Background: an optimization exercise with open tools, aiming at small area, a short achievable clock period and few clock cycles. Do not read the settings as production practice. Function was checked by simulation only, so behaviour that the tests miss may differ from the original.

// MiniSRC
module MiniSRC (
input clr, clk,
input  [31:0] mem_rdata,
output [8:0]  mem_addr,
output [31:0] mem_wdata,
output        mem_we,
input  [31:0] in_port,
output [31:0] out_port,
output        out_we,
output run
);
	reg [31:0] pc;           
	reg [31:0] ir;           
	reg        irv;          
	reg        halted;
	reg        xo;           
	reg        memc;         
	reg        mwe;          
	reg [3:0]  mra;          
	reg [31:0] mdr;
	reg [31:0] outr;
	reg [15:0] rv;           
	wire [4:0] op = ir[31:27];
	wire [3:0] ra = ir[26:23];
	wire [3:0] rb = ir[22:19];
	wire [3:0] rc = ir[18:15];
	wire [31:0] C = {{14{ir[17]}}, ir[17:0]};
	wire op_ld   = op == 5'b00000;
	wire op_ldi  = op == 5'b00001;
	wire op_st   = op == 5'b00010;
	wire op_add  = op == 5'b00011;
	wire op_sub  = op == 5'b00100;
	wire op_and  = op == 5'b00101;
	wire op_or   = op == 5'b00110;
	wire op_shr  = op == 5'b00111;
	wire op_shra = op == 5'b01000;
	wire op_shl  = op == 5'b01001;
	wire op_ror  = op == 5'b01010;
	wire op_rol  = op == 5'b01011;
	wire op_addi = op == 5'b01100;
	wire op_andi = op == 5'b01101;
	wire op_ori  = op == 5'b01110;
	wire op_mul  = op == 5'b01111;
	wire op_div  = op == 5'b10000;
	wire op_neg  = op == 5'b10001;
	wire op_not  = op == 5'b10010;
	wire op_br   = op == 5'b10011;
	wire op_jr   = op == 5'b10100;
	wire op_jal  = op == 5'b10101;
	wire op_in   = op == 5'b10110;
	wire op_out  = op == 5'b10111;
	wire op_mfhi = op == 5'b11000;
	wire op_mflo = op == 5'b11001;
	wire op_halt = op == 5'b11011;
  ...
Size in the first run: roughly 5400 cells after synthesis, about 140 I/O pins, ~0.052 mm² of cells after synthesis.
Settings: LEC_CHECK=0, ABC_AREA=1, CAP_MARGIN=20, CORE_MARGIN=2, CORE_UTILIZATION=50, CTS_CLUSTER_DIAMETER=80, CTS_CLUSTER_SIZE=30, SLEW_MARGIN=20; clock period 36.0 ns.
standard.sh (not shown) runs the stock make flow with config.mk's settings and CLKGATE_MAP_FILE= SYNTH_SCRIPT=/design/flow/synth_recipe.tcl, a recipe that flattens the netlist after the stock synthesis.
==> flow/flow/run.sh <==
#!/bin/bash
# The standard layout (standard.sh: ORFS from synthesis to finish), with
# two differences:
#  - synthesis runs flow/synth.tcl: synth_recipe.tcl with a different ABC
#    mapping of the logic (see that file); registers are mapped before ABC,
#    as in the standard synthesis, so they are the same cells, same names;
#  - the timing repair passes that ORFS runs after floorplan, CTS and global
#    routing aim at SETUP_SLACK_MARGIN ns of slack beyond the constraint, so
#    they size and buffer every path slower than 36 - 27.7 = 8.3 ns.
# The SDC (clock period, I/O delays, loads) is the standard flow's, unchanged.
set -euo pipefail
cd "$(dirname "$0")/.."
bash standard.sh SYNTH_SCRIPT="$PWD/flow/synth.tcl" SETUP_SLACK_MARGIN=27.7 finish > orfs_make.log 2>&1
==> flow/flow/abc_adders.script <==
# ABC script for the adder modules: ORFS abc_area.script without its
# buffering and sizing steps
strash
dch
map -B 0.9
topo
stime -c
==> flow/flow/synth.tcl <==
# synth_recipe.tcl (the standard synthesis script), except for the
# technology mapping of the logic (registers are mapped before ABC, which
# maps only the logic between them, so they are the same cells with the
# same names as in the standard synthesis):
#  - the adder modules (AddSk) are kept apart until the end and mapped with
#    flow/abc_adders.script, which keeps their carry-lookahead structure;
#  - the rest is mapped with Yosys's default ABC script, which gives
#    smaller logic than ORFS's area script.
# The design is flattened at the end, as in synth_recipe.tcl.
set flow_dir [file dirname [file normalize [info script]]]
proc synth {args} {
  yosys setattr -mod -set keep_hierarchy 1 {$paramod\\AddSk*}
  yosys synth -nofsm -noshare {*}$args
}
proc abc {args} {
  global flow_dir
  set out {}
  for {set i 0} {$i < [llength $args]} {incr i} {
    set a [lindex $args $i]
    if {$a eq "-script"} { incr i; continue }
    lappend out $a
  }
  yosys abc -script $flow_dir/abc_adders.script {*}$out {$paramod\\AddSk*}
  yosys abc {*}$out MiniSRC
}
source $::env(SCRIPTS_DIR)/synth.tcl
# left out here: clear keep_hierarchy, flatten, clean up, hide names made inside functions, write 1_2_yosys.v
Testbench counts at the start, summed over its fixed seeds: cycles 140,964.
Next try:
--- a/flow/flow/run.sh
+++ b/flow/flow/run.sh
@@ -8,3 +8,3 @@
 #    routing aim at SETUP_SLACK_MARGIN ns of slack beyond the constraint, so
-#    they size and buffer every path slower than 36 - 27.7 = 8.3 ns.
+#    they size and buffer every path slower than 36 - 27.5 = 8.5 ns.
 # The SDC (clock period, I/O delays, loads) is the standard flow's, unchanged.
@@ -12,2 +12,2 @@
 cd "$(dirname "$0")/.."
-bash standard.sh SYNTH_SCRIPT="$PWD/flow/synth.tcl" SETUP_SLACK_MARGIN=27.7 finish > orfs_make.log 2>&1
+bash standard.sh SYNTH_SCRIPT="$PWD/flow/synth.tcl" SETUP_SLACK_MARGIN=27.5 finish > orfs_make.log 2>&1
CTS_CLUSTER_DIAMETER = default   (was 80)
CTS_CLUSTER_SIZE = default   (was 30)
The new run passed the timing, DRC and antenna checks.
Via count went up by 0.98%.
Cell area increases by 1.7%.
First-iteration DRC count decreases by 3.3%.
Final cell count is higher by 1.1%.

* * *

juniper:
MiniSRC again, from the RTL that the note above started with.
==> flow/design.v (excerpt) <==
module MiniSRC (
input clr, clk,
input  [31:0] mem_rdata,
output [8:0]  mem_addr,
output [31:0] mem_wdata,
output        mem_we,
input  [31:0] in_port,
output [31:0] out_port,
output        out_we,
output run
);
	reg [31:0] pc;           
	reg [31:0] ir;           
	reg        irv;          
	reg        halted;
	reg        xo;           
	reg        memc;         
	reg        mwe;          
	reg [3:0]  mra;          
	reg [31:0] mdr;
	reg [31:0] outr;
	reg [15:0] rv;           
	wire [4:0] op = ir[31:27];
	wire [3:0] ra = ir[26:23];
	wire [3:0] rb = ir[22:19];
	wire [3:0] rc = ir[18:15];
	wire [31:0] C = {{14{ir[17]}}, ir[17:0]};
	wire op_ld   = op == 5'b00000;
	wire op_ldi  = op == 5'b00001;
	wire op_st   = op == 5'b00010;
	wire op_add  = op == 5'b00011;
	wire op_sub  = op == 5'b00100;
	wire op_and  = op == 5'b00101;
	wire op_or   = op == 5'b00110;
	wire op_shr  = op == 5'b00111;
	wire op_shra = op == 5'b01000;
	wire op_shl  = op == 5'b01001;
	wire op_ror  = op == 5'b01010;
	wire op_rol  = op == 5'b01011;
	wire op_addi = op == 5'b01100;
	wire op_andi = op == 5'b01101;
	wire op_ori  = op == 5'b01110;
	wire op_mul  = op == 5'b01111;
	wire op_div  = op == 5'b10000;
	wire op_neg  = op == 5'b10001;
  ...
==> flow/config.mk <==
export PLATFORM = sky130hd
export DESIGN_NAME = MiniSRC
export DESIGN_NICKNAME = MiniSRC
export VERILOG_FILES = /design/flow/design.v
export SDC_FILE = /design/flow/constraint.sdc
export NUM_CORES = 4
export LEC_CHECK = 0
export ABC_AREA = 1
export CAP_MARGIN = 20
export CORE_MARGIN = 2
export CORE_UTILIZATION = 60
export SLEW_MARGIN = 20
==> flow/constraint.sdc <==
create_clock -name core_clock -period 36.0 [get_ports {clk}]
set_input_delay 7.2000 -clock core_clock [delete_from_list [all_inputs] [get_ports {clk}]]
set_output_delay 7.2000 -clock core_clock [all_outputs]
set_load 0.01 [all_outputs]
==> flow/flow/run.sh <==
#!/bin/bash
# The standard layout (standard.sh: ORFS from synthesis to finish), with
# two differences:
#  - synthesis runs flow/synth.tcl: synth_recipe.tcl with a different ABC
#    mapping of the logic (see that file); registers are mapped before ABC,
#    as in the standard synthesis, so they are the same cells, same names;
#  - the timing repair passes that ORFS runs after floorplan, CTS and global
#    routing aim at SETUP_SLACK_MARGIN ns of slack beyond the constraint, so
#    they size and buffer every path slower than 36 - 27.5 = 8.5 ns.
# The SDC (clock period, I/O delays, loads) is the standard flow's, unchanged.
set -euo pipefail
cd "$(dirname "$0")/.."
bash standard.sh SYNTH_SCRIPT="$PWD/flow/synth.tcl" SETUP_SLACK_MARGIN=27.5 finish > orfs_make.log 2>&1
Scripts as last shown in full above: flow/flow/abc_adders.script, flow/flow/synth.tcl
juniper | stages: all done | timing, DRC, antenna: all pass
Testbench counts of juniper, summed over its fixed seeds: cycles 140,964.
Setup changes, juniper to indigo
# juniper
export LEC_CHECK = 0
export ABC_AREA = 1
export CAP_MARGIN = 20
export CORE_MARGIN = 2
export CORE_UTILIZATION = 60
export SLEW_MARGIN = 20
create_clock -name core_clock -period 36.0 [get_ports {clk}]
# indigo
export LEC_CHECK = 0
export ABC_AREA = 1
export CAP_MARGIN = 20
export CORE_MARGIN = 2
export CORE_UTILIZATION = 50
export CTS_CLUSTER_DIAMETER = 70
export CTS_CLUSTER_SIZE = 25
export SLEW_MARGIN = 20
create_clock -name core_clock -period 36.0 [get_ports {clk}]
diff --git a/flow/flow/run.sh b/flow/flow/run.sh
--- a/flow/flow/run.sh
+++ b/flow/flow/run.sh
@@ -7,7 +7,7 @@
 #  - the timing repair passes that ORFS runs after floorplan, CTS and global
 #    routing aim at SETUP_SLACK_MARGIN ns of slack beyond the constraint, so
-#    they size and buffer every path slower than 36 - 27.5 = 8.5 ns.
+#    they size and buffer every path slower than 36 - 27.7 = 8.3 ns.
 # The SDC (clock period, I/O delays, loads) is the standard flow's, unchanged.
 set -euo pipefail
 cd "$(dirname "$0")/.."
-bash standard.sh SYNTH_SCRIPT="$PWD/flow/synth.tcl" SETUP_SLACK_MARGIN=27.5 finish > orfs_make.log 2>&1
+bash standard.sh SYNTH_SCRIPT="$PWD/flow/synth.tcl" SETUP_SLACK_MARGIN=27.7 finish > orfs_make.log 2>&1
[summary]
In the reports for juniper and indigo, the smaller stage delay of the slowest cell on the critical path belongs to juniper. [indigo vs juniper] maximum level of the CTS H-tree: lower in indigo. In indigo, the initial antenna violation count came out 2 below the value in juniper. The count of non-filler cells in the finished layout in indigo sits 162 above the value recorded for juniper. Total track usage is higher on juniper. indigo ended with less core utilization than juniper. Changes observed in indigo relative to juniper: fill cell instance count of the final layout went up, final instance area went down. For routed length on met2, dividing the value from juniper by the value from indigo gives 0.928. Re final setup slack of the worst path: juniper was higher than indigo.

-- port drivers added, routing unchanged --
The results above use ideal ports. As a check the final layouts listed here were re-extracted and re-timed, cells and wires unchanged. Step 1, drivers: a clkbuf_16 drives clk and a buf_2 each remaining input, both assumed. Step 2, shift: input delay + t, output delay - t, t = (earliest + latest rising clock arrival at the registers) / 2. This alone moves slack from input paths to output paths. a / b / c = no drivers / after step 1 / after step 2; a / b = the first two.
run | t, ns | setup slack, ns | slew at the worst register clock pin (ns) | worst slew at a driven data input, ns
the first run of note 1 | 0.751 | 27.398 / 27.329 / 26.962 | 0.12 / 0.12 | 0.21
the second run of note 1 | 0.758 | 27.362 / 27.283 / 26.857 | 0.07 / 0.07 | 0.05
juniper | 0.750 | 27.459 / 27.387 / 26.792 | 0.07 / 0.07 | 0.06
indigo | 0.762 | 27.386 / 27.315 / 26.978 | 0.10 / 0.10 | 0.21
After both steps setup and hold are still met in every run listed. The setup slack of juniper, which loses most, moves by -0.072 ns with the drivers and by -0.667 ns with both steps.
